Context: an optimization exercise on an open-source flow, tuned for small area and a short achievable clock period. The choices shown serve that exercise and are no tape-out recipe.
Power is estimated from default activity; no workload was simulated.

lane 1:
## lab4_2
module lab4_2(
  input [1:0] mode,
  input [2:0] n_gasoline_pumps,
  input [2:0] n_diesel_pumps,
  input [3:0] fuel_amount,
  input fuel_type,
  input CLK,
  input rst,
  output [0:5] pump_status,
  output is_gasoline_queue_not_full,
  output is_diesel_queue_not_full,
  output [3:0] n_cars_in_gasoline_queue,
  output [3:0] n_cars_in_diesel_queue,
  output [7:0] total_gasoline_needed,
  output [7:0] total_diesel_needed,
  output reg invalid_gasoline_car,
  output reg invalid_diesel_car,
  output reg invalid_setup_params
);
For scale: roughly 1,100 cells after synthesis, roughly 120 flip-flops, ~8200 µm² of cells after synthesis.
export LEC_CHECK = 0
export CAP_MARGIN = 20
export CORE_MARGIN = 2
export CORE_UTILIZATION = 35
export CTS_BUF_LIST = sky130_fd_sc_hd__clkbuf_8
export PLACE_DENSITY = 0.45
export SLEW_MARGIN = 20
create_clock -name core_clock -period 36.0 [get_ports {CLK}]
standard.sh (not shown) runs the stock make flow with config.mk's settings and CLKGATE_MAP_FILE= SYNTH_SCRIPT=/design/flow/synth_recipe.tcl, a recipe that flattens the netlist after the stock synthesis.
==> flow/flow/run.sh <==
#!/bin/bash
# Own layout flow: the standard layout (standard.sh) with these changes:
#  1. synthesis keeps lab4_2_core and lab4_2_amount (combinational logic) apart from the
#     top module, so the command inputs only pass through the top's final
#     logic, and maps the logic with an area-minded ABC script (flow/abc.script)
#     and without the full-adder extraction (flow/synth.tcl); the registers
#     are the same as the standard synthesis's, all in the top module;
#  2. ports get sky130_fd_sc_hd__buf_1 buffers (the resizer sizes them up
#     where timing needs it);
#  3. ORFS's timing repair aims for a setup slack margin (flow/margin.txt),
#     so the gates get sized for a short period.
# Each tool's output goes to a log file of its own in this folder.
set -euo pipefail
W=$PWD
MARGIN=$(cat "$W/flow/margin.txt")
make -C "$FLOW_HOME" DESIGN_CONFIG="$W/config.mk" WORK_HOME="$W/orfs" CLKGATE_MAP_FILE= \
  SYNTH_SCRIPT="$W/flow/synth.tcl" MY_ABC_SCRIPT="$W/flow/abc.script" ADDER_MAP_FILE= \
  SYNTH_HIERARCHICAL=1 SYNTH_MINIMUM_KEEP_SIZE=0 \
  synth > "$W/synth.log" 2>&1
BUFFER_PORTS_ARGS="-buffer_cell sky130_fd_sc_hd__buf_1" SETUP_SLACK_MARGIN=$MARGIN \
  bash "$W/standard.sh" > "$W/layout.log" 2>&1
==> flow/flow/abc.script <==
strash
&get -n
&st
&dch -x
&nf -R 200
&st
&dch -x
&nf -R 200
&st
&dch -x
&nf -R 200
&put
==> flow/flow/margin.txt <==
27.3
==> flow/flow/synth.tcl <==
# The standard synthesis (synth_recipe.tcl: ORFS synth.tcl without Yosys's fsm
# and share passes, then flatten and rename), except that ABC maps the logic
# with the script named by MY_ABC_SCRIPT (flow/abc.script) instead of ORFS's
# speed script with its 36 ps delay target.  Registers are untouched by ABC.
proc synth {args} { yosys synth -nofsm -noshare {*}$args }
proc abc {args} {
  set keep {}
  set skip 0
  foreach a $args {
    if { $skip } { set skip 0; continue }
    if { $a in {-script -constr -D} } { set skip 1; continue }
    lappend keep $a
  }
  if { [info exists ::env(MY_ABC_SCRIPT)] } { lappend keep -script $::env(MY_ABC_SCRIPT) }
  puts "abc (custom) $keep"
  yosys abc {*}$keep
}
source $::env(SCRIPTS_DIR)/synth.tcl
# left out here: clear keep_hierarchy, flatten, clean up, hide names made inside functions, write 1_2_yosys.v
Looking at the reports, lane 1 completed the entire flow and the layout it produced met the timing, DRC and antenna checks.
Input-level comparison between lane 2 and lane 1:
==> flow/flow/margin.txt <==
27.45
The faster design of the two is lane 2; lane 1 tops out lower.
Summary — finished layout cell area, lane 2 relative to lane 1: higher, by about 3%.
Between lane 1 and lane 2, the wire length is lower for lane 2.
Min critical path depth across lane 1 and lane 2: lane 1
No run of this note included a check of the RTL's function; only the layout flow was run.

* * *

== alpha ==
The RTL this note starts from:
==> flow/design.v <==
`timescale 1ns / 1ps
module lab4_2(
  input [1:0] mode,
  input [2:0] n_gasoline_pumps,
  input [2:0] n_diesel_pumps,
  input [3:0] fuel_amount,
  input fuel_type,
  input CLK,
  input rst,
  output [0:5] pump_status,
  output reg is_gasoline_queue_not_full,
  output reg is_diesel_queue_not_full,
  output [3:0] n_cars_in_gasoline_queue,
  output [3:0] n_cars_in_diesel_queue,
  output [7:0] total_gasoline_needed,
  output [7:0] total_diesel_needed,
  output reg invalid_gasoline_car,
  output reg invalid_diesel_car,
  output reg invalid_setup_params
);
reg [2:0] gc;
reg [5:0] am;
reg [23:0] r;      
reg [31:0] gq;     
reg [31:0] dq;
reg [3:0] ncg, ncd;
reg [7:0] tg, td;
wire [23:0] r_keep;
wire [5:0]  newg, newd;
wire [31:0] gq_sh, dq_sh;
wire [7:0]  insg, insd;
wire [3:0]  ncg0, ncg1, ncd0, ncd1;
wire [7:0]  tg0, td0;
lab4_2_core core (
  .gc(gc), .am(am), .r(r), .gq(gq), .dq(dq), .ncg(ncg), .ncd(ncd), .tg(tg), .td(td),
  .pump_status(pump_status),
  .r_keep(r_keep), .newg(newg), .newd(newd),
  .gq_sh(gq_sh), .dq_sh(dq_sh), .insg(insg), .insd(insd),
  .ncg0(ncg0), .ncg1(ncg1), .ncd0(ncd0), .ncd1(ncd1),
  .tg0(tg0), .td0(td0));
assign n_cars_in_gasoline_queue   = ncg;
assign n_cars_in_diesel_queue     = ncd;
assign total_gasoline_needed      = tg;
assign total_diesel_needed        = td;
wire setup  = mode[1];
wire addcmd = ~mode[1] & mode[0];
wire fa_ok  = ~fuel_amount[3] | (fuel_amount[2:0] == 3'd0);
wire add_g  = addcmd & ~fuel_type & fa_ok & ~ncg[3];
wire add_d  = addcmd &  fuel_type & fa_ok & ~ncd[3];
wire flag   = am[0];
reg [3:0] enc;
always @* begin
  case (fuel_amount)
    4'd0: enc = 4'b0000;
    4'd1: enc = 4'b1000;
    4'd2: enc = 4'b1100;
    4'd3: enc = 4'b0110;
    4'd4: enc = 4'b1011;
    4'd5: enc = 4'b0101;
    4'd6: enc = 4'b1010;
    4'd7: enc = 4'b1101;
    4'd8: enc = 4'b1110;
    default: enc = 4'bxxxx;
  endcase
end
wire [3:0] lo_g = {1'b0, tg0[2:0]} + {1'b0, fuel_amount[2:0]};
wire [3:0] lo_d = {1'b0, td0[2:0]} + {1'b0, fuel_amount[2:0]};
wire [7:0] tga = fuel_amount[3] ? tg0 + 8'd8 : {tg0[7:3] + lo_g[3], lo_g[2:0]};
wire [7:0] tda = fuel_amount[3] ? td0 + 8'd8 : {td0[7:3] + lo_d[3], lo_d[2:0]};
wire [2:0] sum3 = n_gasoline_pumps + n_diesel_pumps;
wire [3:0] sum4 = {1'b0, n_gasoline_pumps} + {1'b0, n_diesel_pumps};
wire valid = (sum3 != 3'd0) && (sum3 != 3'd7);
wire g_on  = valid && (n_gasoline_pumps != 3'd0);
wire d_on  = valid && (n_diesel_pumps != 3'd0);
wire [3:0] ncg_nx = add_g ? ncg1 : ncg0;
wire [3:0] ncd_nx = add_d ? ncd1 : ncd0;
integer i;
always @(posedge CLK) begin
  if (rst) begin
    gc <= 3'd0;
    am <= 6'd0;
    ncg <= 4'hf;
    ncd <= 4'hf;
    tg <= 8'hff;
    td <= 8'hff;
    is_gasoline_queue_not_full <= 1'b0;
    is_diesel_queue_not_full <= 1'b0;
    invalid_gasoline_car <= 1'b0;
    invalid_diesel_car <= 1'b0;
    invalid_setup_params <= 1'b0;
  end else if (setup) begin
    gc <= ~valid ? 3'd0 : (n_gasoline_pumps == 3'd7) ? 3'd6 : n_gasoline_pumps;
    for (i = 0; i < 6; i = i + 1)
      am[i] <= valid && (sum4 > i);
    ncg <= g_on ? 4'd0 : 4'hf;
    ncd <= d_on ? 4'd0 : 4'hf;
    tg <= g_on ? 8'd0 : 8'hff;
    td <= d_on ? 8'd0 : 8'hff;
    is_gasoline_queue_not_full <= g_on;
    is_diesel_queue_not_full <= d_on;
    invalid_gasoline_car <= 1'b0;
    invalid_diesel_car <= 1'b0;
    invalid_setup_params <= ~valid;
  end else begin
    ncg <= ncg_nx;
    ncd <= ncd_nx;
    is_gasoline_queue_not_full <= ~ncg_nx[3];
    is_diesel_queue_not_full <= ~ncd_nx[3];
    tg <= add_g ? tga : tg0;
    td <= add_d ? tda : td0;
    invalid_gasoline_car <= flag & addcmd & ~fuel_type & (~fa_ok | ncg[3]);
    invalid_diesel_car   <= flag & addcmd &  fuel_type & (~fa_ok | ncd[3]);
  end
end
always @(posedge CLK) begin
  for (i = 0; i < 6; i = i + 1)
    r[4*i +: 4] <= (setup ? 4'd0 : r_keep[4*i +: 4]) |
                   (((add_g & newg[i]) | (add_d & newd[i])) ? enc : 4'd0);
  for (i = 0; i < 8; i = i + 1) begin
    gq[4*i +: 4] <= (setup ? 4'd0 : gq_sh[4*i +: 4]) | ((add_g & insg[i]) ? enc : 4'd0);
    dq[4*i +: 4] <= (setup ? 4'd0 : dq_sh[4*i +: 4]) | ((add_d & insd[i]) ? enc : 4'd0);
  end
end
endmodule
module lab4_2_core(
  input  [2:0]  gc,
  input  [5:0]  am,
  input  [23:0] r,
  input  [31:0] gq, dq,
  input  [3:0]  ncg, ncd,
  input  [7:0]  tg, td,
  output [0:5]  pump_status,
  output reg [23:0] r_keep,      
  output reg [5:0]  newg, newd,  
  output reg [31:0] gq_sh, dq_sh,  
  output [7:0]  insg, insd,      
  output [3:0]  ncg0, ncg1, ncd0, ncd1,  
  output [7:0]  tg0, td0         
);
wire [5:0] gm = {gc[2] & gc[1], gc[2] & (gc[1] | gc[0]), gc[2], gc[2] | (gc[1] & gc[0]), gc[2] | gc[1], |gc};
wire [5:0] dm = am & ~gm;
reg  [5:0] free;
reg  [6:0] ohg, ohd;
reg  [5:0] tkg [0:5];      
reg  [5:0] tkd [0:5];
reg  [7:0] eqg, eqd;       
reg  [2:0] pfg, pfd;       
integer a, b, k;
genvar gi;
generate
  for (gi = 0; gi < 6; gi = gi + 1) begin : g_ps
    assign pump_status[gi] = am[gi] & free[gi];
  end
endgenerate
always @* begin
  for (a = 0; a < 6; a = a + 1)
    free[a] = ~(r[4*a+3] | r[4*a+2]);
  ohg = 7'd1;
  ohd = 7'd1;
  for (a = 0; a < 6; a = a + 1) begin
    tkg[a] = (gm[a] & free[a]) ? ohg[5:0] : 6'd0;
    tkd[a] = (dm[a] & free[a]) ? ohd[5:0] : 6'd0;
    if (gm[a] & free[a]) ohg = {ohg[5:0], 1'b0};
    if (dm[a] & free[a]) ohd = {ohd[5:0], 1'b0};
  end
  pfg = 3'd0;
  pfd = 3'd0;
  for (a = 0; a < 7; a = a + 1) begin
    if (ohg[a]) pfg = pfg | a;
    if (ohd[a]) pfd = pfd | a;
  end
  for (a = 0; a < 8; a = a + 1) begin
    eqg[a] = (ncg == a);
    eqd[a] = (ncd == a);
  end
  for (b = 0; b < 6; b = b + 1) begin
    r_keep[4*b +: 4] = {r[4*b +: 3], (~r[4*b] & r[4*b+1] & r[4*b+3]) | (r[4*b] & ~r[4*b+1] & ~r[4*b+3])};
    newg[b] = 1'b0;
    newd[b] = 1'b0;
    for (k = 0; k <= b; k = k + 1) begin
      if (tkg[b][k]) r_keep[4*b +: 4] = r_keep[4*b +: 4] | gq[4*k +: 4];
      if (tkd[b][k]) r_keep[4*b +: 4] = r_keep[4*b +: 4] | dq[4*k +: 4];
      newg[b] = newg[b] | (tkg[b][k] & eqg[k]);
      newd[b] = newd[b] | (tkd[b][k] & eqd[k]);
    end
  end
  for (b = 0; b < 8; b = b + 1) begin
    gq_sh[4*b +: 4] = 4'd0;
    dq_sh[4*b +: 4] = 4'd0;
    for (k = 0; k <= 6; k = k + 1) begin
      if (b + k <= 7) begin
        if (ohg[k]) gq_sh[4*b +: 4] = gq_sh[4*b +: 4] | gq[4*(b+k) +: 4];
        if (ohd[k]) dq_sh[4*b +: 4] = dq_sh[4*b +: 4] | dq[4*(b+k) +: 4];
      end
    end
  end
end
wire [3:0] ncg_sub = ncg - {1'b0, pfg};
wire [3:0] ncd_sub = ncd - {1'b0, pfd};
wire neg_g = ncg_sub[3] & ~ncg[3];
wire neg_d = ncd_sub[3] & ~ncd[3];
assign ncg0 = neg_g ? 4'd0 : ncg_sub;
assign ncd0 = neg_d ? 4'd0 : ncd_sub;
assign ncg1 = neg_g ? 4'd0 : ncg_sub + 4'd1;
assign ncd1 = neg_d ? 4'd0 : ncd_sub + 4'd1;
genvar gb;
generate
  for (gb = 0; gb < 8; gb = gb + 1) begin : g_ins
    assign insg[gb] = ~neg_g & (ncg_sub[2:0] == gb);
    assign insd[gb] = ~neg_d & (ncd_sub[2:0] == gb);
  end
endgenerate
wire [5:0] bg = gm & ~free;
wire [5:0] bd = dm & ~free;
wire [2:0] nbg = bg[0] + bg[1] + bg[2] + bg[3] + bg[4] + bg[5];
wire [2:0] nbd = bd[0] + bd[1] + bd[2] + bd[3] + bd[4] + bd[5];
assign tg0 = tg + {5'b11111, ~nbg} + 8'd1;
assign td0 = td + {5'b11111, ~nbd} + 8'd1;
endmodule
export LEC_CHECK = 0
export CAP_MARGIN = 20
export CORE_MARGIN = 2
export CORE_UTILIZATION = 25
export CTS_BUF_LIST = sky130_fd_sc_hd__clkbuf_8
export PLACE_DENSITY = 0.4
export SLEW_MARGIN = 20
create_clock -name core_clock -period 36.0 [get_ports {CLK}]
==> flow/flow/run.sh <==
#!/bin/bash
# Own layout flow: the standard layout (standard.sh) with these changes:
#  1. synthesis keeps lab4_2_core (pure combinational logic) apart from the
#     top module, so the command inputs only pass through the top's final
#     logic, and maps the logic with an area-minded ABC script (flow/abc.script)
#     and without the full-adder extraction (flow/synth.tcl); the registers
#     are the same as the standard synthesis's, all in the top module;
#  2. ports get sky130_fd_sc_hd__buf_1 buffers (the resizer sizes them up
#     where timing needs it);
#  3. ORFS's timing repair aims for a setup slack margin (flow/margin.txt),
#     so the gates get sized for a short period.
# Each tool's output goes to a log file of its own in this folder.
set -euo pipefail
W=$PWD
MARGIN=$(cat "$W/flow/margin.txt")
make -C "$FLOW_HOME" DESIGN_CONFIG="$W/config.mk" WORK_HOME="$W/orfs" CLKGATE_MAP_FILE= \
  SYNTH_SCRIPT="$W/flow/synth.tcl" MY_ABC_SCRIPT="$W/flow/abc.script" ADDER_MAP_FILE= \
  SYNTH_HIERARCHICAL=1 SYNTH_MINIMUM_KEEP_SIZE=0 \
  synth > "$W/synth.log" 2>&1
BUFFER_PORTS_ARGS="-buffer_cell sky130_fd_sc_hd__buf_1" SETUP_SLACK_MARGIN=$MARGIN \
  bash "$W/standard.sh" > "$W/layout.log" 2>&1
==> flow/flow/margin.txt <==
27
==> flow/flow/synth.tcl <==
proc synth {args} { yosys synth -nofsm -noshare {*}$args }
proc abc {args} {
  set keep {}
  set skip 0
  foreach a $args {
    if { $skip } { set skip 0; continue }
    if { $a in {-script -constr -D} } { set skip 1; continue }
    lappend keep $a
  }
  if { [info exists ::env(MY_ABC_SCRIPT)] } { lappend keep -script $::env(MY_ABC_SCRIPT) }
  puts "abc (custom) $keep"
  yosys abc {*}$keep
}
source $::env(SCRIPTS_DIR)/synth.tcl
# left out here: clear keep_hierarchy, flatten, clean up, hide names made inside functions, write 1_2_yosys.v
Scripts as last shown in full above: flow/flow/abc.script
alpha did not stop at any stage, and its layout met the timing, DRC and antenna checks.
### alpha -> beta
==> flow/flow/margin.txt <==
27.5
### Flow results
- The critical path capture point comes out pump_status[5] in one run and pump_status[3] in the other, namely in beta and alpha respectively.
- beta vs alpha on arrival time at the worst endpoint: beta is the lower one.
- Final period demand of the worst path came out lower on beta than on alpha.
- Density: beta denser than alpha
- Delta (beta minus alpha): number of placed instances with taps included barely changed, total power shows a reduction of 2.6%.
- Against alpha, beta comes in about 3.2% higher on wire length per cell after detailed routing.
- | setup slack | beta vs alpha | better |
- Final area was lower in the run labelled alpha.
No functional check of the RTL was part of any run of this note.

==> what the ideal ports hide <==
No port has a modelled driver above. Below, the same layouts with a new extraction and two added sets of constraints. Step 1: set_driving_cell puts a clkbuf_16 on CLK and a buf_2 on each other input, an assumption about the parent block. Step 2 moves the port delays by t, midway between the first and last clock arrival at a register: inputs arrive t later, outputs are due t later. That takes back most of the time a late clock gives input paths. a / b / c = ideal ports / drivers / drivers and shift; a / b = the first two.
run | t (ns) | setup slack, ns | worst register clock-pin slew, ns | pins driven straight from the clock port
lane 1 | 0.503 | 27.392 / 27.349 / 26.911 | 0.08 / 0.08 | 1
lane 2 | 0.492 | 27.515 / 27.491 / 27.047 | 0.09 / 0.09 | 1
alpha | 0.497 | 27.104 / 27.058 / 26.656 | 0.09 / 0.09 | 1
beta | 0.499 | 27.493 / 27.450 / 27.049 | 0.10 / 0.10 | 1
After both steps every run listed still meets setup and hold. The setup slack of lane 1, which loses most, moves by -0.043 ns with the drivers and by -0.481 ns with both steps.
